What follows belongs to an exercise in optimizing a design on an open flow for small area; a production flow would make more cautious choices.
In this exercise RTL edits were held to simulation tests only and were not proved equivalent to the original.
The clock port is modelled as an ideal driver, which makes a skipped or thinned clock tree look cheaper than it is; a real chip needs a root buffer or a tree.
Power figures rest on the tool's default switching activity, not on a simulated workload.

==> flow/design.v <==
module KeyDebounce (
    input clk,
    input rst_n,
    input key_in,
    output key_pulse
);
localparam [19:0] P  = 20'h55555;
localparam [19:0] S0 = 20'hC1546;   
localparam [19:0] T0 = S0 ^ P;
localparam [19:0] TP = 20'h7FFFF ^ P;
reg [19:0] t;
wire low_ones = (t[18:0] == TP[18:0]);
wire fb = (t[19] ^ t[16]) | low_ones;
always @(posedge clk or negedge rst_n) begin
    if (!rst_n)
        t <= T0;
    else if (key_in)
        t <= T0;
    else
        t <= {~t[18:0], ~fb};
end
assign key_pulse = low_ones & (t[19] == TP[19]);
endmodule
module LcdDriver(
    input pclk,
    input rst_n,
    output hs,
    output vs,
    output act,            
    output [3:0] xq,
    output [5:0] xr,
    output [3:0] yb,
    output [6:0] ylo
);
reg [3:0] q;
reg [5:0] r;
reg       yw;
reg [3:0] yh;
reg [6:0] yl;
wire blk15  = &q;
wire x_wrap = r[5] & r[0] & (blk15 ? (r[3] & r[2]) : r[4]);
wire yh_last = yh[3];                          
wire y_long = yw & (yh[3] | yh[2]);            
wire y_wrap = yl[6] & yl[5] & yl[1] & yl[0] & (~y_long | yl[3]);
wire line_end = blk15 & r[5] & r[2] & r[1] & r[0];
always @(posedge pclk or negedge rst_n) begin
    if (!rst_n) begin
        q  <= 4'd15;
        r  <= 6'd39;
        yw <= 1'b1;
        yh <= 4'd8;
        yl <= 7'd101;
    end else begin
        if (x_wrap) begin
            r <= 6'd0;
            q <= q + 4'd1;
        end else begin
            r <= r + 6'd1;
        end
        if (line_end) begin
            if (y_wrap) begin
                yl <= 7'd0;
                if (yh_last) begin
                    yh <= 4'd0;
                    yw <= ~yw;
                end else begin
                    yh <= yh + 4'd1;
                end
            end else begin
                yl <= yl + 7'd1;
            end
        end
    end
end
assign hs = ~(blk15 & (r >= 6'd40) & (r <= 6'd42));
wire last_blk = yw & yh_last;
assign vs = ~(last_blk & (yl >= 7'd102) & (yl <= 7'd104));
wire x_act = ~blk15;
wire y_act = ~yw | ~(yh[3] | yh[2]) | (yh == 4'd4 & yl < 7'd34);
assign act = x_act & y_act;
assign xq  = q;
assign xr  = r;
assign yb  = yh;
assign ylo = yl;
endmodule
module DisplaySignal(
    input pclk,
    input rst_n,
    input act,
    input [3:0] xq,
    input [5:0] xr,
    input [3:0] yb,
    input [6:0] ylo,
    output [23:0] pixel_data,
    input btn_next_img
);
wire next_img;
KeyDebounce key_debounce (
    .clk(pclk),
    .rst_n(rst_n),
    .key_in(btn_next_img),
    .key_pulse(next_img)
);
reg d1, d2;
reg [1:0] img_id;
always @(posedge pclk or negedge rst_n) begin
    if (!rst_n) begin
        d1 <= 1'b0;
        d2 <= 1'b0;
        img_id <= 2'd0;
    end else begin
        d1 <= next_img;
        d2 <= d1;
        if (d2)
            img_id <= img_id + 2'd1;
    end
end
wire bar_r = (xq <= 4'd2) | (xq >= 4'd9 & xq <= 4'd11);
wire bar_g = (xq >= 4'd3 & xq <= 4'd5) | (xq >= 4'd9 & xq <= 4'd11);
wire bar_b = (xq >= 4'd6 & xq <= 4'd11);
wire line = (~xq[0] & (xr <= 6'd20)) | (ylo <= 7'd20);
wire [4:0] sum = xq[3:1] + yb;
wire [3:0] ci = (sum >= 5'd9) ? sum - 5'd9 : sum;
reg r7, rl, g7, gl, b7, bl;
always @(*) begin
    r7 = 1'b0; rl = 1'b0; g7 = 1'b0; gl = 1'b0; b7 = 1'b0; bl = 1'b0;
    case (img_id)
        2'd0: begin
            r7 = bar_r; rl = bar_r;
            g7 = bar_g; gl = bar_g;
            b7 = bar_b; bl = bar_b;
        end
        2'd1: begin r7 = 1'b1; rl = 1'b1; end
        2'd2: begin g7 = 1'b1; gl = 1'b1; end
        2'd3: if (!line) begin
            case (ci)
                4'd0: begin r7 = 1'b1; rl = 1'b1; end
                4'd1: begin g7 = 1'b1; gl = 1'b1; end
                4'd2: begin b7 = 1'b1; bl = 1'b1; end
                4'd3: begin g7 = 1'b1; gl = 1'b1; b7 = 1'b1; bl = 1'b1; end
                4'd4: begin r7 = 1'b1; rl = 1'b1; b7 = 1'b1; bl = 1'b1; end
                4'd5: begin r7 = 1'b1; rl = 1'b1; g7 = 1'b1; gl = 1'b1; end
                4'd6: rl = 1'b1;
                4'd7: gl = 1'b1;
                4'd8: bl = 1'b1;
                default: ;
            endcase
        end
    endcase
end
assign pixel_data = act ? {r7, {7{rl}}, g7, {7{gl}}, b7, {7{bl}}} : 24'd0;
endmodule
module rgb_fpga(
    input clk,               
    input rst_n,
    output lcd_reset,
    output lcd_bl,
    output vs,
    output hs,
    output den,
    output [23:0] rgb,
    input btn_next_img
);
    assign lcd_reset = 1'b0;  
    assign lcd_bl = 1'b1;     
    wire [3:0] xq;
    wire [5:0] xr;
    wire [3:0] yb;
    wire [6:0] ylo;
    LcdDriver lcd_driver(
        .pclk(clk),
        .rst_n(rst_n),
        .hs(hs),
        .vs(vs),
        .act(den),
        .xq(xq),
        .xr(xr),
        .yb(yb),
        .ylo(ylo)
    );
    DisplaySignal display_signal(
        .pclk(clk),
        .rst_n(rst_n),
        .act(den),
        .xq(xq),
        .xr(xr),
        .yb(yb),
        .ylo(ylo),
        .pixel_data(rgb),
        .btn_next_img(btn_next_img)
    );
endmodule
==> flow/flow/run.sh <==
#!/bin/bash
# Own layout flow: the standard ORFS flow (the standard flow's config.mk) with
#  - synthesis as the standard script, except that adders are left to ABC
#    and ABC maps the combinational logic with several area scripts
#    (flow/abc*.script), keeping the smallest result; registers are mapped by
#    the standard steps before ABC,
#  - the smallest buffer (buf_1) on each input and output port,
set -euo pipefail
W=$(pwd)
F=$W/flow
export MY_FLOW_DIR=$F
export MY_CLK_LEAVES=2
export MY_CLK_LEAF_BUF=sky130_fd_sc_hd__clkbuf_8
export MY_CLK_LEAF_UP=sky130_fd_sc_hd__clkbuf_16
make -C "$FLOW_HOME" DESIGN_CONFIG=$W/config.mk WORK_HOME=$W/orfs CLKGATE_MAP_FILE= \
  SYNTH_SCRIPT=$F/synth.tcl POST_CTS_TCL=$F/post_cts.tcl \
  "BUFFER_PORTS_ARGS=-buffer_cell sky130_fd_sc_hd__buf_1" \
  "CTS_ARGS=-sink_clustering_enable -repair_clock_nets -dont_use_dummy_load -buf_list sky130_fd_sc_hd__clkbuf_4" \
  finish > $W/make_finish.log 2>&1
R=$W/orfs/results/$FLOW_PLATFORM/rgb_fpga/base
: # left out here: write the final layout as DEF
==> flow/flow/abc1.script <==
strash
dc2
balance -l
resub -K 6 -l
rewrite -l
resub -K 6 -N 2 -l
refactor -l
resub -K 8 -l
balance -l
resub -K 8 -N 2 -l
rewrite -l
resub -K 10 -l
rewrite -z -l
resub -K 10 -N 2 -l
balance -l
resub -K 12 -l
refactor -z -l
resub -K 12 -N 2 -l
rewrite -z -l
balance -l
dch -f
amap -m
==> flow/flow/abc2.script <==
strash
dc2
balance -l
resub -K 6 -l
rewrite -l
resub -K 6 -N 2 -l
refactor -l
resub -K 8 -l
balance -l
resub -K 8 -N 2 -l
rewrite -l
resub -K 10 -l
rewrite -z -l
resub -K 10 -N 2 -l
balance -l
resub -K 12 -l
refactor -z -l
resub -K 12 -N 2 -l
rewrite -z -l
balance -l
balance -l
resub -K 6 -l
rewrite -l
resub -K 6 -N 2 -l
refactor -l
resub -K 8 -l
balance -l
resub -K 8 -N 2 -l
rewrite -l
resub -K 10 -l
rewrite -z -l
resub -K 10 -N 2 -l
balance -l
resub -K 12 -l
refactor -z -l
resub -K 12 -N 2 -l
rewrite -z -l
balance -l
dch -f
amap
==> flow/flow/abc3.script <==
strash
&get -n
&deepsyn -I 1 -J 20 -T 100
&put
balance -l
resub -K 6 -l
rewrite -l
resub -K 6 -N 2 -l
refactor -l
resub -K 8 -l
balance -l
resub -K 8 -N 2 -l
rewrite -l
resub -K 10 -l
rewrite -z -l
resub -K 10 -N 2 -l
balance -l
resub -K 12 -l
refactor -z -l
resub -K 12 -N 2 -l
rewrite -z -l
balance -l
dch -f
amap -m
==> flow/flow/abc4.script <==
strash
&get -n
&deepsyn -I 1 -J 20 -T 100
&put
dch -f
amap -m
==> flow/flow/abc5.script <==
strash
&get -n
&deepsyn -I 1 -J 20 -S 7 -T 100
&put
balance -l
resub -K 6 -l
rewrite -l
resub -K 6 -N 2 -l
refactor -l
resub -K 8 -l
balance -l
resub -K 8 -N 2 -l
rewrite -l
resub -K 10 -l
rewrite -z -l
resub -K 10 -N 2 -l
balance -l
resub -K 12 -l
refactor -z -l
resub -K 12 -N 2 -l
rewrite -z -l
balance -l
dch -f
amap -m
==> flow/flow/abc6.script <==
strash
&get -n
&deepsyn -I 1 -J 20 -S 3 -T 100
&put
dch -f
amap -m
==> flow/flow/post_cts.tcl <==
set block [ord::get_db_block]
set db [ord::get_db]
set clk_net [$block findNet clk]
set root ""
foreach it [$clk_net getITerms] {
  if { [$it getIoType] == "INPUT" } { set root [$it getInst] }
}
if { $root == "" } { error "no clock root buffer found" }
set root_net [[$root findITerm X] getNet]
set leaves {}
foreach it [$root_net getITerms] {
  if { [$it getIoType] == "INPUT" } { lappend leaves [$it getInst] }
}
# register clock pins, with their positions
set sinks {}
foreach leaf $leaves {
  foreach sit [[[$leaf findITerm X] getNet] getITerms] {
    if { [$sit getIoType] != "INPUT" } { continue }
    set box [[$sit getInst] getBBox]
    lappend sinks [list $sit [expr { ([$box xMin] + [$box xMax]) / 2 }] [expr { ([$box yMin] + [$box yMax]) / 2 }]]
  }
}
set n_leaves $::env(MY_CLK_LEAVES)
if { $n_leaves > [llength $leaves] || $n_leaves > 4 } { error "cannot make $n_leaves leaves" }
# split the sinks into n_leaves groups of equal size along the longer side
set xs [lmap s $sinks { lindex $s 1 }]
set ys [lmap s $sinks { lindex $s 2 }]
set dx [expr { [tcl::mathfunc::max {*}$xs] - [tcl::mathfunc::min {*}$xs] }]
set dy [expr { [tcl::mathfunc::max {*}$ys] - [tcl::mathfunc::min {*}$ys] }]
set key [expr { $dx >= $dy ? 1 : 2 }]
set sorted [lsort -integer -index $key $sinks]
set n [llength $sorted]
set groups {}
for { set g 0 } { $g < $n_leaves } { incr g } {
  set lo [expr { ($g * $n) / $n_leaves }]
  set hi [expr { (($g + 1) * $n) / $n_leaves - 1 }]
  lappend groups [lrange $sorted $lo $hi]
}
# disconnect every sink, drop the root and the spare leaves
foreach s $sinks { [lindex $s 0] disconnect }
foreach leaf $leaves { [$leaf findITerm A] disconnect }
odb::dbInst_destroy $root
odb::dbNet_destroy $root_net
set keep [lrange $leaves 0 [expr { $n_leaves - 1 }]]
foreach leaf [lrange $leaves $n_leaves end] {
  set lnet [[$leaf findITerm X] getNet]
  [$leaf findITerm X] disconnect
  odb::dbInst_destroy $leaf
  odb::dbNet_destroy $lnet
}
set leaf_master [$db findMaster $::env(MY_CLK_LEAF_BUF)]
set up_master [$db findMaster $::env(MY_CLK_LEAF_UP)]
foreach leaf $keep group $groups {
  $leaf swapMaster $leaf_master
  [$leaf findITerm A] connect $clk_net
  set lnet [[$leaf findITerm X] getNet]
  set sx 0
  set sy 0
  foreach s $group {
    [lindex $s 0] connect $lnet
    incr sx [lindex $s 1]
    incr sy [lindex $s 2]
  }
  set cx [expr { $sx / [llength $group] }]
  set cy [expr { $sy / [llength $group] }]
  $leaf setLocation $cx $cy
  puts "post_cts: leaf [$leaf getName] drives [llength $group] clock pins"
}
# One tie cell drives both constant outputs (conb_1 has a HI and a LO pin).
set ties {}
foreach inst [$block getInsts] {
  if { [[$inst getMaster] getName] == "sky130_fd_sc_hd__conb_1" } { lappend ties $inst }
}
if { [llength $ties] == 2 } {
  set keept [lindex $ties 0]
  set drop [lindex $ties 1]
  foreach pin {HI LO} {
    set dn [[$drop findITerm $pin] getNet]
    if { $dn != "NULL" } {
      set kn [[$keept findITerm $pin] getNet]
      if { $kn != "NULL" } { error "tie cells: both drive $pin" }
      [$drop findITerm $pin] disconnect
      [$keept findITerm $pin] connect $dn
    }
  }
  puts "post_cts: merged tie cell [$drop getName] into [$keept getName]"
  odb::dbInst_destroy $drop
}
detailed_placement
estimate_parasitics -placement
set slew_target 0.125
foreach leaf $keep {
  set worst 0.0
  foreach sit [[[$leaf findITerm X] getNet] getITerms] {
    if { [$sit getIoType] != "INPUT" } { continue }
    set pin [get_pins "[[$sit getInst] getName]/[[$sit getMTerm] getName]"]
    set s [get_property $pin slew_max]
    if { $s > $worst } { set worst $s }
  }
  puts "post_cts: leaf [$leaf getName] ([[$leaf getMaster] getName]) worst sink slew $worst"
  if { $worst > $slew_target } {
    $leaf swapMaster $up_master
    puts "post_cts: upsized [$leaf getName] to [$up_master getName]"
  }
}
detailed_placement
check_placement -verbose
estimate_parasitics -placement
report_clock_skew
==> flow/flow/synth.tcl <==
# The standard synthesis script, with the final ABC mapping of the
# combinational logic tried with several area scripts (flow/abc*.script),
# keeping the smallest result. Registers are mapped before ABC by the
# standard steps and are not touched by it.
proc synth {args} { yosys synth -nofsm -noshare {*}$args }
proc abc {args} {
  set i [lsearch -exact $args -script]
  set l [lsearch -exact $args -liberty]
  set lib [lindex $args [expr { $l + 1 }]]
  set scripts [lsort [glob $::env(MY_FLOW_DIR)/abc*.script]]
  set stat_file $::env(RESULTS_DIR)/abc_try_stat.txt
  yosys design -save pre_abc
  set best_area ""
  set best_k -1
  set k 0
  foreach s $scripts {
    yosys design -load pre_abc
    lset args [expr { $i + 1 }] $s
    yosys abc {*}$args
    yosys tee -q -o $stat_file stat -liberty $lib
    set fh [open $stat_file r]
    set txt [read $fh]
    close $fh
    regexp {Chip area for module '[^']*': ([0-9.]+)} $txt -> area
    puts "ABC script [file tail $s]: area $area"
    yosys design -save abc_try_$k
    if { $best_area eq "" || $area < $best_area } {
      set best_area $area
      set best_k $k
    }
    incr k
  }
  puts "ABC: keeping [file tail [lindex $scripts $best_k]] (area $best_area)"
  yosys design -load abc_try_$best_k
}
# Leave adders to ABC rather than mapping them to half and full adder cells.
set ::env(ADDER_MAP_FILE) ""
source $::env(SCRIPTS_DIR)/synth.tcl
# left out here: clear keep_hierarchy, flatten, clean up, hide names made inside functions, write 1_2_yosys.v
==> flow/standard.sh <==
#!/bin/bash
# synth_recipe.tcl (not shown) runs the flow's synth.tcl, then flattens the netlist and writes it again
# the make line also repeats each setting of config.mk as NAME=value (left out here)
make -C /OpenROAD-flow-scripts/flow DESIGN_CONFIG=/design/flow/config.mk WORK_HOME=/design/flow/orfs CLKGATE_MAP_FILE= SYNTH_SCRIPT=/design/flow/synth_recipe.tcl "${@:-finish}"
==> flow/config.mk <==
export PLATFORM = sky130hd
export DESIGN_NAME = rgb_fpga
export DESIGN_NICKNAME = rgb_fpga
export VERILOG_FILES = /design/flow/design.v
export SDC_FILE = /design/flow/constraint.sdc
export NUM_CORES = 4
export LEC_CHECK = 0
export ABC_AREA = 1
export CAP_MARGIN = 20
export CORE_MARGIN = 2
export CORE_UTILIZATION = 50
export SLEW_MARGIN = 20
==> flow/constraint.sdc <==
create_clock -name core_clock -period 12.0 [get_ports {clk}]
set_input_delay 2.4000 -clock core_clock [delete_from_list [all_inputs] [get_ports {clk}]]
set_output_delay 2.4000 -clock core_clock [all_outputs]
set_load 0.01 [all_outputs]
==> results.ini, run 1 <==
[global_routing]
grt_max_degree=47
grt_usage=0.163
grt.overflow.total=0
grt_pass1_vias=1513
grt_pass1_wl_um=6670
antenna_found_initial=0

[power]
powerDensity_nw_per_um2=102
p_comb_frac=0.028
p_total_mw=0.236
p_seq_frac=0.685
ir_worst_vdd_mv=0.0607
switchingPower_mw=0.0441
p_leak_nw=0.911
netSwitchingFraction=0.187
internal_power_mw=0.192
clock_power_share=0.287

[setup_path]
reg2regPathDepth=12
endpoint=rgb[15]
path_max_fanout=8
crit_type=flip-flop to output port
required_ns=9.60
ff2ff_setup_slack_ns=9.01
cp-start-kind=flip-flop
r2r_end=lcd_driver.yh[3]$_DFFE_PN1P_
reg2reg_from=lcd_driver.q[0]$_DFFE_PN1P_
critPathLaunch=lcd_driver.q[2]$_DFFE_PN1P_
arrival_ns=3.03
end_kind=output port

[placement]
post_dp_cell_area_um2=2260
dp_hpwl_um=2830
gp_congestion=0.859
dp.cells=315
port_buffers=29
post-place-ws_ns=6.78

[synth]
synth.avg_cell_area_um2=8.81
yosysSeqAreaShare=0.530
synth_top_family_by_area=simple AND/OR/NAND/NOR gates
yosysUniqueCellTypes=35
synth-compound-area-share=0.131
synth_simple_gate_area_share=0.218
synth_edf_count=0
synth_xor_area_frac=0.00395
syn_inst=252
synthMuxAreaShare=0
ys_warn_count=3
synth_flop_cell=dfrtp_1
synth_area_um2=2220
async_reset_ff_frac=1.00
synth_seq_cells=46
synth_fa_ha_area_frac=0
synth_nets=255

[final_layout]
final_util=0.533
nets=270
area_delta_synth_final_pct=3.89
instances_no_fill=316
layout-drive-gt1-share=0.0947
num-fill-cells=422
antenna_cells=0
final_area_um2=2310

[route]
via_per_inst=5.09
firstDrtPassIters=4
vias=1608
drtIter0Drc=84
drt-wirelength-per-cell_um=11.5
route.detailed.drc=0
totalWireLength_um=3630
ant_nets=0

[timing]
worst_slew_pin_slew_ns=0.800
hold_viol_final=0
hold_ws_ns=0.353
grt_setup_unrepaired=false
setup_tns_ns=0
setup_violations=0
finalWorstSetupSlack_ns=6.57
max_slew_margin=0.453
slew_viol_final=0
max_freq_mhz=184
period_share=0.452
finalClockSkew_ns=0.00619
min_period_ns=5.43

[floorplan]
io-pin-count=32
core_um2=4320
initial_core_util=0.513
die_y_um=70.6
fp.dieArea_um2=4990
fp.dieW_um=70.6
row_count=24

[cts]
clk_latency_ns=0.15
clock_sinks=46
clk_pin_slew_ns=0.09

[min_path]
hold_class=flip-flop to flip-flop
min-delay-start=display_signal.d1$_DFF_PN0_

[job]
maxCapViolCount=0

[status]
outcome=finished clean

## flip-flops by register name, indices dropped and copies added (netlist names)
| name | count |
|---|---|
| lcd_driver.r | 6 |
| lcd_driver.yh | 4 |
| lcd_driver.q | 4 |
| display_signal.d1 | 1 |
| display_signal.img_id | 2 |
| display_signal.d2 | 1 |
| lcd_driver.yw | 1 |
| display_signal.key_debounce.t | 20 |
| lcd_driver.yl | 7 |
## Yosys cell counts, drive strengths merged, types with 3 or more instances
cell type	number	area, um2
nor2	63	236
clkinv	27	101
dfrtp	26	651
nand2	21	78.8
buf	20	150
dfstp	20	526
o21ai	11	55.1
a21oi	10	50.1
nor3	10	50.1
o21a	7	52.6
nor2b	3	18.8
or2	3	18.8
## placed cells by master, fill, tap and decap left out
| cell | netlist | layout |
|---|---|---|
| a32oi_1 | 1 | 1 |
| o31ai_1 | 1 | 1 |
| o22ai_1 | 2 | 2 |
| nor2_1 | 63 | 63 |
| a211oi_1 | 2 | 2 |
| a31oi_1 | 2 | 2 |
| clkinv_1 | 27 | 27 |
| nand4bb_1 | 1 | 1 |
| nor3_1 | 10 | 10 |
| nor4b_1 | 1 | 1 |
| a31o_1 | 1 | 1 |
| buf_1 | 0 | 28 |
| o32a_1 | 1 | 1 |
| buf_4 | 20 | 2 |
| a21oi_1 | 10 | 10 |
| nor4_1 | 2 | 2 |
| nand2_1 | 21 | 21 |
| or4_1 | 1 | 1 |
| o32ai_1 | 1 | 1 |
| or4b_1 | 1 | 1 |
| nor2b_1 | 3 | 3 |
| o211ai_1 | 1 | 1 |
| conb_1 | 2 | 1 |
| xor2_1 | 1 | 1 |
| o21ai_0 | 11 | 11 |
| or2_0 | 3 | 3 |
| a22oi_1 | 2 | 2 |
| clkbuf_16 | 0 | 2 |
| nand3_1 | 2 | 2 |
| o2111ai_1 | 1 | 1 |
| dfrtp_1 | 26 | 26 |
| nand4_1 | 2 | 2 |
| o21a_1 | 7 | 7 |
| dfstp_2 | 20 | 20 |
| clkbuf_2 | 0 | 1 |
| o211a_1 | 1 | 1 |
| nand4b_1 | 1 | 1 |
| a2111oi_0 | 1 | 1 |
## power groups by stage
| stage | combinational (mW) | clock (mW) | sequential [mW] |
|---|---|---|---|
| floorplan | 0.00299 | 0 | 0.164 |
| global placement | 0.00699 | 0 | 0.164 |
| detailed placement | 0.00710 | 0 | 0.164 |
| global route | 0.00813 | 0.0748 | 0.162 |
| finish | 0.00664 | 0.0676 | 0.162 |
## cell type report
class / count / area, um2 / area share
repair buffers: 31 / 125 / 0.0543
inverters: 27 / 101 / 0.0440
well taps: 52 / 65.1 / 0.0282
flip-flops and latches: 46 / 1180 / 0.510
clock buffers: 2 / 50.0 / 0.0217
multi-input cells: 158 / 788 / 0.342
## critical path, cell delays in order (launching register included)
cell	delay, ns
dfstp_2	0.59
clkinv_1	0.11
a22oi_1	0.22
nand2_1	0.09
o21ai_0	0.09
nand2_1	0.11
o21ai_0	0.11
nand2_1	0.10
nand2_1	0.08
nor2_1	0.08
a21oi_1	0.20
nor2_1	0.09
o31ai_1	0.64
o21a_1	0.21
buf_1	0.15
## worst min-delay path by stage
stage	end	cells after the start
final	display_signal.d2$_DFF_PN0_	0
after global routing	display_signal.d2$_DFF_PN0_	0
after global placement	display_signal.d2$_DFF_PN0_	0
after detailed placement	display_signal.d2$_DFF_PN0_	0
after floorplan	display_signal.d2$_DFF_PN0_	0
## cells by family (layout without fill, tap and decap cells)
group | count (synthesis) | count (layout)
DFF | 46 | 46
other | 2 | 1
and+or+nand+nor | 111 | 111
buffers and inverters | 47 | 60
AOI/OAI and AO/OA | 45 | 45
xor gates and xnor gates | 1 | 1
## per-layer routing
metal,track usage,up-vias,part of all wire
met1,0.244,728,0.53
met3,0.0214,2,0.030
li1,-,850,-
met5,0,-,0
met4,0.0377,0,0.0069
met2,0.256,28,0.43
==> run 2, diff against run 1 <==
--- a/flow/flow/run.sh
+++ b/flow/flow/run.sh
@@ -10,7 +10,7 @@
 F=$W/flow
 export MY_FLOW_DIR=$F
-export MY_CLK_LEAVES=2
-export MY_CLK_LEAF_BUF=sky130_fd_sc_hd__clkbuf_8
-export MY_CLK_LEAF_UP=sky130_fd_sc_hd__clkbuf_16
+export MY_CLK_LEAVES=4
+export MY_CLK_LEAF_BUF=sky130_fd_sc_hd__clkbuf_4
+export MY_CLK_LEAF_UP=sky130_fd_sc_hd__clkbuf_8
 make -C "$FLOW_HOME" DESIGN_CONFIG=$W/config.mk WORK_HOME=$W/orfs CLKGATE_MAP_FILE= \
   SYNTH_SCRIPT=$F/synth.tcl POST_CTS_TCL=$F/post_cts.tcl \
--- a/flow/flow/post_cts.tcl
+++ b/flow/flow/post_cts.tcl
@@ -23,18 +23,23 @@
 set n_leaves $::env(MY_CLK_LEAVES)
 if { $n_leaves > [llength $leaves] || $n_leaves > 4 } { error "cannot make $n_leaves leaves" }
-# split the sinks into n_leaves groups of equal size along the longer side
-set xs [lmap s $sinks { lindex $s 1 }]
-set ys [lmap s $sinks { lindex $s 2 }]
-set dx [expr { [tcl::mathfunc::max {*}$xs] - [tcl::mathfunc::min {*}$xs] }]
-set dy [expr { [tcl::mathfunc::max {*}$ys] - [tcl::mathfunc::min {*}$ys] }]
-set key [expr { $dx >= $dy ? 1 : 2 }]
-set sorted [lsort -integer -index $key $sinks]
-set n [llength $sorted]
-set groups {}
-for { set g 0 } { $g < $n_leaves } { incr g } {
-  set lo [expr { ($g * $n) / $n_leaves }]
-  set hi [expr { (($g + 1) * $n) / $n_leaves - 1 }]
-  lappend groups [lrange $sorted $lo $hi]
+# split the sinks into n_leaves (1, 2 or 4) groups of equal size by
+# recursive bisection, each time across the longer side of the bounding box
+proc bisect { sinks } {
+  set xs [lmap s $sinks { lindex $s 1 }]
+  set ys [lmap s $sinks { lindex $s 2 }]
+  set dx [expr { [tcl::mathfunc::max {*}$xs] - [tcl::mathfunc::min {*}$xs] }]
+  set dy [expr { [tcl::mathfunc::max {*}$ys] - [tcl::mathfunc::min {*}$ys] }]
+  set key [expr { $dx >= $dy ? 1 : 2 }]
+  set sorted [lsort -integer -index $key $sinks]
+  set h [expr { [llength $sorted] / 2 }]
+  return [list [lrange $sorted 0 [expr { $h - 1 }]] [lrange $sorted $h end]]
 }
+set groups [list $sinks]
+while { [llength $groups] < $n_leaves } {
+  set next {}
+  foreach g $groups { lappend next {*}[bisect $g] }
+  set groups $next
+}
+if { [llength $groups] != $n_leaves } { error "MY_CLK_LEAVES must be 1, 2 or 4" }
 # disconnect every sink, drop the root and the spare leaves
 foreach s $sinks { [lindex $s 0] disconnect }
==> results.ini, run 2 <==
[status]
outcome=finished clean

[final_layout]
area.sequential_um2=1180
final_cell_mix=nor2_1 (63), buf_1 (28), clkinv_1 (27)
multi_input_area_um2=788
largestRegisters=display_signal.key_debounce.t (20), lcd_driver.yl (7), lcd_driver.r (6)
nets=272
antenna_cells=0
top_register=display_signal.key_debounce.t
largest_register_ffs=20
final_area_um2=2290
layout-drive-gt1-share=0.102
mostFrequentLayoutCell=nor2_1
num-fill-cells=419
area_delta_synth_final_pct=3.27

[timing]
min_period_ns=5.40
max_slew_margin=0.453
period_share=0.450
max_freq_mhz=185
setup_violations=0
grt_setup_unrepaired=false
worst_slew_pin_slew_ns=0.800
hold_viol_final=0
setup_tns_ns=0
hold_ws_ns=0.351
slew_viol_final=0
finalClockSkew_ns=0.0312

[power]
internal_power_mw=0.181
p_leak_nw=0.907
powerDensity_nw_per_um2=98.2
netSwitchingFraction=0.196
p_comb_frac=0.030
p_total_mw=0.225
ir_worst_vdd_mv=0.0739
p_seq_frac=0.718
switchingPower_mw=0.0440
clock_power_share=0.252

[synth]
synth_top_area_share=0.293
synth_nets=255
synth_common_cells=nor2_1 (63), clkinv_1 (27), dfrtp_1 (26)
synth_area_um2=2220
ys_warn_count=3
synth.avg_cell_area_um2=8.81
synth_top_cell_by_area=dfrtp_1
yosysUniqueCellTypes=35
synth_seq_cells=46
synth_area_leaders=dfrtp_1 (29%), dfstp_2 (24%), nor2_1 (11%)
yosysSeqAreaShare=0.530
synth_flop_cell=dfrtp_1
yosysMostFrequentCell=nor2_1
syn_inst=252
async_reset_ff_frac=1.00
synth_edf_count=0

[setup_path]
required_ns=9.60
arrival_ns=3.00
reg2regPathDepth=12
cp-start-kind=flip-flop
r2r_end=lcd_driver.yh[3]$_DFFE_PN1P_
reg2reg_from=lcd_driver.q[0]$_DFFE_PN1P_
path_max_fanout=8
ff2ff_setup_slack_ns=9.03
crit_type=flip-flop to output port
end_kind=output port

[global_routing]
grt.overflow.total=0
grt_pass1_wl_um=6740
grt_pass1_vias=1529
use_met1=0.245
grt-busiest-layer=met2
met3_usage=0.0385
grt_usage=0.169
grt_max_degree=47
antenna_found_initial=0
met2_usage=0.259

[cts]
clk_pin_slew_ns=0.08
clk_latency_ns=0.17
clock_sinks=46

[route]
firstDrtPassIters=4
drtIter0Drc=72
vias=1605
drt-wirelength-per-cell_um=11.7
via_per_inst=5.05
route.detailed.drc=0
totalWireLength_um=3710
ant_nets=0

[min_path]
min_to=display_signal.d2$_DFF_PN0_
min_path_cells=0
min-delay-start=display_signal.d1$_DFF_PN0_
hold_class=flip-flop to flip-flop

[floorplan]
core_um2=4320
fp.dieW_um=70.6
fp.dieArea_um2=4990
initial_core_util=0.513
row_count=24
die_y_um=70.6
io-pin-count=32

[job]
maxCapViolCount=0

[placement]
post_dp_cell_area_um2=2260
port_buffers=29
gp_congestion=0.859
dp_hpwl_um=2830

run 2: metrics by stage:
stage / utilization / cells / worst slack, ns
floorplan: - / 252 / 6.89
detailed placement: 0.523 / 315 / 6.78
global placement: 0.523 / 315 / 6.88
global route: 0.530 / 318 / 6.08
finish: 0.530 / 318 / 6.60
run 2: routing by layer:
metal	up-vias	routed length [um]	share of wire
li1	850	-	-
met1	723	1940	0.52
met2	29	1580	0.43
met3	3	144	0.039
met4	0	46	0.012
met5	-	0	0
run 2: cells by family (layout without fill, tap and decap cells):
logic type / after synthesis / after routing / synth area share
XOR/XNOR: 1 / 1 / 0.00395
flip-flops: 46 / 46 / 0.530
buffers and inverters: 47 / 62 / 0.113
AND/OR/NAND/NOR: 111 / 111 / 0.218
other: 2 / 1 / 0.00338
AO/OA/AOI/OAI: 45 / 45 / 0.131
run 2: final cells by class:
class                           count  area share
Multi-Input combinational cell    158       0.344
Clock buffer                        4      0.0158
Inverter                           27      0.0442
Timing Repair Buffer               31      0.0546
Sequential cell                    46       0.513
Tap cell                           52      0.0284
run 2: worst max-delay path by stage:
stage	slack (ns)	from	to
6_report	6.60	lcd_driver.q[2]$_DFFE_PN1P_	rgb[15]
5_1_grt	6.08	lcd_driver.q[2]$_DFFE_PN1P_	rgb[15]
3_5_place_dp	6.78	lcd_driver.q[2]$_DFFE_PN1P_	rgb[15]
3_3_place_gp	6.88	lcd_driver.q[2]$_DFFE_PN1P_	rgb[16]
2_1_floorplan	6.89	lcd_driver.q[2]$_DFFE_PN1P_	rgb[17]
run 2: power by group through the flow:
stage / Combinational, mW / Clock (mW) / Sequential (mW)
floorplan: 0.00299 / 0 / 0.164
global placement: 0.00699 / 0 / 0.164
detailed placement: 0.00710 / 0 / 0.164
global route: 0.00814 / 0.0651 / 0.162
finish: 0.00669 / 0.0567 / 0.162
run 2: critical path, stage by stage, from the launching register on:
cell and delay [ns]:
dfstp_2 0.59, clkinv_1 0.11, a22oi_1 0.21, nand2_1 0.09, o21ai_0 0.09, nand2_1 0.11
o21ai_0 0.11, nand2_1 0.10, nand2_1 0.08, nor2_1 0.08, a21oi_1 0.20, nor2_1 0.09
o31ai_1 0.63, o21a_1 0.21, buf_1 0.15
==> run 3, diff against run 2 <==
--- a/flow/config.mk
+++ b/flow/config.mk
@@ -7,6 +7,7 @@
 export LEC_CHECK = 0
 export ABC_AREA = 1
-export CAP_MARGIN = 20
+export CAP_MARGIN = 0
 export CORE_MARGIN = 2
 export CORE_UTILIZATION = 50
-export SLEW_MARGIN = 20
+export PLACE_DENSITY = 0.85
+export SLEW_MARGIN = 0
==> results.ini, run 3 <==
[timing]
min_period_ns=5.42
finalClockSkew_ns=0.0110
grt_setup_unrepaired=false
hold_viol_final=0
setup_violations=0
finalWorstSetupSlack_ns=6.58
hold_ws_ns=0.376
max_slew_margin=0.295
setup_tns_ns=0
max_freq_mhz=185
slew_viol_final=0
worst_slew_pin_slew_ns=1.06
period_share=0.451

[floorplan]
core_um2=4320
initial_core_util=0.513
fp.dieW_um=70.6
die_y_um=70.6
io-pin-count=32
fp.dieArea_um2=4990
row_count=24

[global_routing]
grt_pass1_vias=1532
antenna_found_initial=0
use_met1=0.212
met3_usage=0.0413
met2_usage=0.254
grt_max_degree=47
grt_pass1_wl_um=6470
grt_usage=0.160
grt.overflow.total=0
grt-busiest-layer=met2

[final_layout]
antenna_cells=0
nets=271
num-fill-cells=415
largestRegisters=display_signal.key_debounce.t (20), lcd_driver.yl (7), lcd_driver.r (6)
final_util=0.527
area_delta_synth_final_pct=2.65
instances_no_fill=317
top_register=display_signal.key_debounce.t
largest_register_ffs=20
layout-drive-gt1-share=0.0981
mostFrequentLayoutCell=nor2_1
final_cell_mix=nor2_1 (63), buf_1 (28), clkinv_1 (27)

[status]
outcome=finished clean

[synth]
synth_area_um2=2220
async_reset_ff_frac=1.00
synth_nets=255
synth_common_cells=nor2_1 (63), clkinv_1 (27), dfrtp_1 (26)
synth_top_area_share=0.293
synth_flop_cell=dfrtp_1
synth_top_cell_by_area=dfrtp_1
ys_warn_count=3
syn_inst=252
synth_seq_cells=46
yosysMostFrequentCell=nor2_1
synth.avg_cell_area_um2=8.81
synth_edf_count=0
yosysUniqueCellTypes=35
yosysSeqAreaShare=0.530
synth_area_leaders=dfrtp_1 (29%), dfstp_2 (24%), nor2_1 (11%)

[route]
route.detailed.drc=0
drt-wirelength-per-cell_um=11.4
firstDrtPassIters=4
vias=1657
drtIter0Drc=110
via_per_inst=5.23
ant_nets=0
totalWireLength_um=3620

[min_path]
min-delay-start=display_signal.d1$_DFF_PN0_
hold_class=flip-flop to flip-flop

[cts]
clk_pin_slew_ns=0.11
clock_sinks=46
clk_latency_ns=0.17

[setup_path]
cp_common_cell=nand2_1
arrival_ns=3.02
reg2reg_from=lcd_driver.q[0]$_DFFE_PN1P_
crit_type=flip-flop to output port
worst_path_max_delay_cell=o31ai_1
slowest_delay_ns=0.61
cp-start-kind=flip-flop
path_max_fanout=8
critPathLaunch=lcd_driver.q[2]$_DFFE_PN1P_
required_ns=9.60
crit_chain=clkinv_1 > a22oi_1 > nand2_1 > o21ai_0 > nand2_1 > o21ai_0 > nand2_1 > nand2_1 > nor2_1 > a21oi_1 > nor2_1 > o31ai_1 > o21a_1 > buf_1
end_kind=output port

[power]
switchingPower_mw=0.0421
internal_power_mw=0.177
p_seq_frac=0.737
ir_worst_vdd_mv=0.0493
p_comb_frac=0.030
netSwitchingFraction=0.192
powerDensity_nw_per_um2=96.2
p_leak_nw=0.900
clock_power_share=0.233

[placement]
post-place-ws_ns=6.78
dp.cells=314
gp_congestion=0.952
dp_hpwl_um=2720
port_buffers=29

[job]
maxCapViolCount=0

run 3: cell types whose count changed in the layout (fill, tap and decap cells not counted):
| cell | delta |
|---|---|
| buf_4 | -1 |
| clkbuf_4 | +1 |
| clkbuf_8 | -1 |
run 3: cell type report:
| type | count | area, um2 | share of cell area |
|---|---|---|---|
| Sequential cell | 46 | 1180 | 0.516 |
| Multi-Input combinational cell | 158 | 788 | 0.346 |
| Timing Repair Buffer | 30 | 118 | 0.0516 |
| Inverter | 27 | 101 | 0.0445 |
| Tap cell | 52 | 65.1 | 0.0286 |
| Clock buffer | 4 | 30.0 | 0.0132 |
run 3: power groups by stage:
stage               logic [mW]  registers (mW)  clock network (mW)
global placement       0.00660           0.164                   0
floorplan              0.00299           0.164                   0
detailed placement     0.00671           0.164                   0
finish                 0.00655           0.162              0.0511
global route           0.00793           0.162              0.0599
run 3: cell families after synthesis:
kind of cell | synth area share
simple gates | 0.218
xor+xnor | 0.00395
flops | 0.530
buf+inv | 0.113
other cells | 0.00338
compound gates | 0.131
run 3: per-layer routing:
| layer | share of wire | routed length (um) | vias up |
|---|---|---|---|
| met5 | 0 | 0 | - |
| met4 | 0.029 | 106 | 0 |
| met3 | 0.058 | 210 | 7 |
| met2 | 0.44 | 1610 | 43 |
| met1 | 0.47 | 1700 | 762 |
| li1 | - | - | 845 |
run 3: worst max-delay path: cells and delay by family, from the launching register on:
kind / cells / cell delay, ns
buffers and inverters: 2 / 0.25
DFF: 1 / 0.60
and+or+nand+nor: 6 / 0.56
AOI/OAI and AO/OA: 6 / 1.44
run 3: metrics by stage:
step	power, mW	cell area (um2)
finish	0.219	2280
global placement	0.171	2250
global route	0.230	2280
floorplan	0.167	2220
detailed placement	0.171	2250
run 3: worst paths after layout:
kind | slack (ns) | cells past startpoint | to
hold reg to reg | 0.38 | 0 | display_signal.d2$_DFF_PN0_
hold / removal | 0.38 | 0 | display_signal.d2$_DFF_PN0_
min in group asynchronous | 2.40 | 1 | lcd_driver.yh[1]$_DFFE_PN0P_
setup reg to reg | 9.11 | 12 | lcd_driver.yh[3]$_DFFE_PN1P_
max in group asynchronous | 8.94 | 1 | display_signal.key_debounce.t[11]$_DFF_PN0_
setup / recovery | 6.58 | 14 | rgb[15]
==> run 4, diff against run 3 <==
--- a/flow/flow/run.sh
+++ b/flow/flow/run.sh
@@ -6,4 +6,10 @@
 #    the standard steps before ABC,
 #  - the smallest buffer (buf_1) on each input and output port,
+#  - CTS with clkbuf_4 and no dummy loads, then (flow/post_cts.tcl) the tree
+#    reworked: the root buffer removed and the clock port driving 4 leaf
+#    buffers directly, each at the centre of a quarter of the register clock
+#    pins (recursive bisection); a leaf whose clock pins see too high a slew
+#    is upsized. The two tie cells are merged into one.
+# make's output goes to make_finish.log here, each ORFS step's to orfs/logs.
 set -euo pipefail
 W=$(pwd)
--- a/flow/config.mk
+++ b/flow/config.mk
@@ -10,4 +10,5 @@
 export CORE_MARGIN = 2
 export CORE_UTILIZATION = 50
+export GPL_TIMING_DRIVEN = 0
 export PLACE_DENSITY = 0.85
 export SLEW_MARGIN = 0
==> results.ini, run 4 <==
[route]
drt-wirelength-per-cell_um=11.6
via_per_inst=5.09
vias=1716
drtIter0Drc=59
firstDrtPassIters=4
totalWireLength_um=3900
ant_nets=0
route.detailed.drc=0

[global_routing]
antenna_found_initial=0
use_met1=0.221
grt-busiest-layer=met2
grt_pass1_vias=1621
met2_usage=0.292
grt_pass1_wl_um=6960
grt_usage=0.172
grt_max_degree=40
grt.overflow.total=0
met3_usage=0.0413

[floorplan]
fp.dieArea_um2=4990
row_count=24
core_um2=4320
io-pin-count=32
fp.dieW_um=70.6
die_y_um=70.6
initial_core_util=0.513

[final_layout]
final_cell_mix=nor2_1 (63), buf_1 (28), clkinv_1 (27)
final_area_um2=2450
area_delta_synth_final_pct=10.3
layout-drive-gt1-share=0.161
largestRegisters=display_signal.key_debounce.t (20), lcd_driver.yl (7), lcd_driver.r (6)
mostFrequentLayoutCell=nor2_1
antenna_cells=0
top_register=display_signal.key_debounce.t
largest_register_ffs=20
num-fill-cells=388
nets=291

[timing]
max_freq_mhz=178
hold_viol_final=0
finalClockSkew_ns=0.0369
finalWorstSetupSlack_ns=6.39
max_slew_margin=0.252
period_share=0.468
min_period_ns=5.61
setup_tns_ns=0
setup_violations=0
grt_setup_unrepaired=false
worst_slew_pin_slew_ns=1.12
slew_viol_final=0

[synth]
synth_top_cell_by_area=dfrtp_1
synth_top_area_share=0.293
synth_area_leaders=dfrtp_1 (29%), dfstp_2 (24%), nor2_1 (11%)
synth_area_um2=2220
yosysMostFrequentCell=nor2_1
synth_flop_cell=dfrtp_1
yosysUniqueCellTypes=35
synth_common_cells=nor2_1 (63), clkinv_1 (27), dfrtp_1 (26)
yosysSeqAreaShare=0.530
synth_edf_count=0
synth_nets=255
async_reset_ff_frac=1.00
synth_seq_cells=46
ys_warn_count=3
synth.avg_cell_area_um2=8.81
syn_inst=252

[power]
powerDensity_nw_per_um2=92.2
p_total_mw=0.226
p_leak_nw=1.01
ir_worst_vdd_mv=0.0767

[cts]
clk_latency_ns=0.18
clk_pin_slew_ns=0.12
clock_sinks=46

[setup_path]
required_ns=9.60
crit_chain=clkinv_1 > a22oi_1 > nand2_1 > o21ai_0 > nand2_1 > o21ai_0 > nand2_1 > nand2_1 > nor2_1 > a21oi_1 > o211ai_1 > o32a_1 > o22ai_1 > buf_4 > buf_1
crit_family=compound AO/OA/AOI/OAI gates
crit_buf_inv=3
slowest_delay_ns=0.59
cp_common_cell=nand2_1
crit_type=flip-flop to output port
worst_path_max_delay_cell=dfstp_2
arrival_ns=3.21
reg2reg_from=lcd_driver.q[0]$_DFFE_PN1P_
critPathLaunch=lcd_driver.q[2]$_DFFE_PN1P_
cp-start-kind=flip-flop
path_max_fanout=7
end_kind=output port

[status]
outcome=finished clean

[placement]
port_buffers=29
dp_hpwl_um=2880
post_dp_cell_area_um2=2420
post-place-ws_ns=6.57
gp_congestion=0.822

[min_path]
min-delay-start=display_signal.d1$_DFF_PN0_
hold_class=flip-flop to flip-flop

[job]
maxCapViolCount=0

-- run 4: cell counts after synthesis --
No cell type changed its count.
-- run 4: area by class of cell --
cell class              count  area (um2)  area share
inverters                  27         101      0.0414
multi-input cells         158         790       0.322
repair buffers             30         130      0.0531
plain buffers              20         150      0.0613
flip-flops and latches     46        1180       0.480
clock buffers               4        36.3      0.0148
well taps                  52        65.1      0.0266
-- run 4: logic make-up (layout without fill, tap and decap cells) --
logic type | count (synthesis) | count (layout) | share of synthesized area
simple gates | 111 | 111 | 0.218
compound gates | 45 | 45 | 0.131
flops | 46 | 46 | 0.530
other cells | 2 | 1 | 0.00338
buf+inv | 47 | 81 | 0.113
xor+xnor | 1 | 1 | 0.00395
-- run 4: worst register-to-register path, delay by kind of cell, from the launching register on --
family | cells | cell delay [ns]
buffers and inverters | 3 | 0.50
AOI/OAI and AO/OA | 2 | 1.17
and+or+nand+nor | 4 | 0.82
DFF | 1 | 0.55
-- run 4: worst paths after layout --
check / slack (ns) / end / cells after the start
min in group asynchronous: 2.07 / lcd_driver.yl[4]$_DFFE_PN0P_ / 1
max in group asynchronous: 9.39 / lcd_driver.q[2]$_DFFE_PN1P_ / 2
hold reg to reg: 0.36 / display_signal.d2$_DFF_PN0_ / 0
setup reg to reg: 8.85 / lcd_driver.q[3]$_DFFE_PN1P_ / 9
setup / recovery: 6.39 / rgb[19] / 15
hold / removal: 0.36 / display_signal.d2$_DFF_PN0_ / 0
-- run 4: routing by layer --
layer,wire [um],part of all wire
met3,220,0.056
met1,1770,0.45
met4,50,0.013
met5,0,0
met2,1860,0.48
-- run 4: through the flow --
step / hold slack (ns) / cells / utilization
floorplan: 0.331 / 252 / -
global placement: 0.339 / 333 / 0.554
detailed placement: 0.335 / 334 / 0.559
global route: 0.379 / 337 / 0.566
finish: 0.361 / 337 / 0.566
-- run 4: power by group --
part,switching (mW),leakage (nW),total [mW],internal [mW]
Sequential,0.00196,0.549,0.162,0.160
Clock,0.0365,0.0210,0.0562,0.0197
Combinational,0.00536,0.438,0.00790,0.00254
Total,0.0438,1.01,0.226,0.182
==> run 5, diff against run 4 <==
--- a/flow/config.mk
+++ b/flow/config.mk
@@ -10,5 +10,4 @@
 export CORE_MARGIN = 2
 export CORE_UTILIZATION = 50
-export GPL_TIMING_DRIVEN = 0
 export PLACE_DENSITY = 0.85
 export SLEW_MARGIN = 0
==> results.ini, run 5 <==
[status]
outcome=finished clean

[setup_path]
reg2reg_from=lcd_driver.q[0]$_DFFE_PN1P_
ff2ff_setup_slack_ns=9.11
reg2regPathDepth=12
required_ns=9.60
cp-start-kind=flip-flop
r2r_end=lcd_driver.yh[3]$_DFFE_PN1P_
crit_type=flip-flop to output port
arrival_ns=3.02
path_max_fanout=8
end_kind=output port

[power]
powerDensity_nw_per_um2=96.2
p_leak_nw=0.900
ir_worst_vdd_mv=0.0493

[final_layout]
final_util=0.527
largest_register_ffs=20
mostFrequentLayoutCell=nor2_1
num-fill-cells=415
nets=271
largestRegisters=display_signal.key_debounce.t (20), lcd_driver.yl (7), lcd_driver.r (6)
antenna_cells=0
layout-drive-gt1-share=0.0981
instances_no_fill=317
area_delta_synth_final_pct=2.65
top_register=display_signal.key_debounce.t
final_area_um2=2280
final_cell_mix=nor2_1 (63), buf_1 (28), clkinv_1 (27)

[timing]
hold_viol_final=0
worst_slew_pin_slew_ns=1.06
grt_setup_unrepaired=false
min_period_ns=5.42
finalClockSkew_ns=0.0110
max_freq_mhz=185
period_share=0.451
max_slew_margin=0.295
hold_ws_ns=0.376
setup_violations=0
setup_tns_ns=0
slew_viol_final=0

[route]
drtIter0Drc=110
ant_nets=0
route.detailed.drc=0
route.layer.met1.wl_um=1700
routed.top_layer=met4
vias=1657
met3WireLength_um=210
drt-wirelength-per-cell_um=11.4
firstDrtPassIters=4
via_per_inst=5.23
totalWireLength_um=3620
wl_met2_um=1610

[synth]
synth_common_cells=nor2_1 (63), clkinv_1 (27), dfrtp_1 (26)
synth_edf_count=0
synthMuxAreaShare=0
synth_top_cell_by_area=dfrtp_1
syn_inst=252
synth_simple_gate_area_share=0.218
yosysUniqueCellTypes=35
synth_seq_cells=46
yosysMostFrequentCell=nor2_1
synth_top_area_share=0.293
synth_area_leaders=dfrtp_1 (29%), dfstp_2 (24%), nor2_1 (11%)
synth_fa_ha_area_frac=0
synth_area_um2=2220
synth_top_family_by_area=simple AND/OR/NAND/NOR gates
synth_flop_cell=dfrtp_1
synth-compound-area-share=0.131
async_reset_ff_frac=1.00
synth_xor_area_frac=0.00395
synth.avg_cell_area_um2=8.81
synth_nets=255
yosysSeqAreaShare=0.530
ys_warn_count=3

[placement]
port_buffers=29
gp_congestion=0.952
dp_hpwl_um=2720
post_dp_cell_area_um2=2250
dp.cells=314

[floorplan]
fp.dieArea_um2=4990
die_y_um=70.6
io-pin-count=32
initial_core_util=0.513
row_count=24
core_um2=4320
fp.dieW_um=70.6

[cts]
clock_sinks=46
clk_latency_ns=0.17
clk_pin_slew_ns=0.11

[global_routing]
antenna_found_initial=0
grt_pass1_wl_um=6470
grt.overflow.total=0
grt_pass1_vias=1532
grt_usage=0.160
grt_max_degree=47

[min_path]
hold_class=flip-flop to flip-flop
min_to=display_signal.d2$_DFF_PN0_
min_path_cells=0
min-delay-start=display_signal.d1$_DFF_PN0_

[job]
maxCapViolCount=0

[run 5: cell counts after synthesis]
No cell type changed its count.
[run 5: critical path, cell delays in order (launching register included)]
cell      delay, ns
dfstp_2        0.60
clkinv_1       0.11
a22oi_1        0.22
nand2_1        0.09
o21ai_0        0.09
nand2_1        0.11
o21ai_0        0.11
nand2_1        0.10
nand2_1        0.09
nor2_1         0.08
a21oi_1        0.20
nor2_1         0.09
o31ai_1        0.61
o21a_1         0.21
buf_1          0.14
[run 5: logic make-up (layout without fill, tap and decap cells)]
logic type,count (synthesis),after routing
and+or+nand+nor,111,111
other,2,1
AOI/OAI and AO/OA,45,45
xor gates and xnor gates,1,1
DFF,46,46
buffers and inverters,47,61
[run 5: layer usage]
metal	vias up	global-route usage
met3	7	0.0413
li1	845	-
met2	43	0.254
met1	762	0.212
met4	0	0.0629
met5	-	0
[run 5: how the worst max path moves through the flow]
stage,to,slack [ns],startpoint,depth (start not counted)
finish,rgb[15],6.58,lcd_driver.q[2]$_DFFE_PN1P_,14
global route,rgb[15],6.20,lcd_driver.q[2]$_DFFE_PN1P_,14
detailed placement,rgb[15],6.78,lcd_driver.q[2]$_DFFE_PN1P_,14
global placement,rgb[15],6.91,lcd_driver.q[2]$_DFFE_PN1P_,14
floorplan,rgb[17],6.89,lcd_driver.q[2]$_DFFE_PN1P_,14
[run 5: through the flow]
| step | total power [mW] | worst slack (ns) |
|---|---|---|
| floorplan | 0.167 | 6.89 |
| global placement | 0.171 | 6.91 |
| detailed placement | 0.171 | 6.78 |
| global route | 0.230 | 6.20 |
| finish | 0.219 | 6.58 |
[run 5: where the power goes]
part / internal, mW / switching, mW / total, mW
clock: 0.0160 / 0.0351 / 0.0511
sequential: 0.160 / 0.00189 / 0.162
combinational: 0.00145 / 0.00510 / 0.00655
total: 0.177 / 0.0421 / 0.219
[run 5: cell type report]
type	instances	area, um2	area share
Sequential cell	46	1180	0.516
Multi-Input combinational cell	158	788	0.346
Timing Repair Buffer	30	118	0.0516
Inverter	27	101	0.0445
Tap cell	52	65.1	0.0286
Clock buffer	4	30.0	0.0132

==> static timing again, ports no longer ideal <==
In the flow no input, the clock included, has a driving cell. The finished layouts below were timed again as built, in two steps.
Step 1 assumes that a clkbuf_16 drives the clock port and a buf_2 every other input.
Step 2 moves the port delays by t, midway between the first and last clock arrival at a register: inputs arrive t later, outputs are due t later. That takes back most of the time a late clock gives input paths.
a / b / c = no drivers / after step 1 / after step 2; a / b = the first two.
run | t, ns | setup WS [ns] | worst hold slack (ns) | pins driven straight from the clock port
run 1 | 0.192 | 6.574 / 6.532 / 6.724 | 0.353 / 0.353 / 0.353 | 2
run 2 | 0.204 | 6.598 / 6.550 / 6.754 | 0.351 / 0.351 / 0.351 | 4
run 3 | 0.208 | 6.583 / 6.542 / 6.749 | 0.376 / 0.376 / 0.376 | 4
run 4 | 0.203 | 6.389 / 6.344 / 6.547 | 0.361 / 0.361 / 0.361 | 4
run 5 | 0.208 | 6.583 / 6.542 / 6.749 | 0.376 / 0.376 / 0.376 | 4
After both steps every run listed still meets setup and hold.
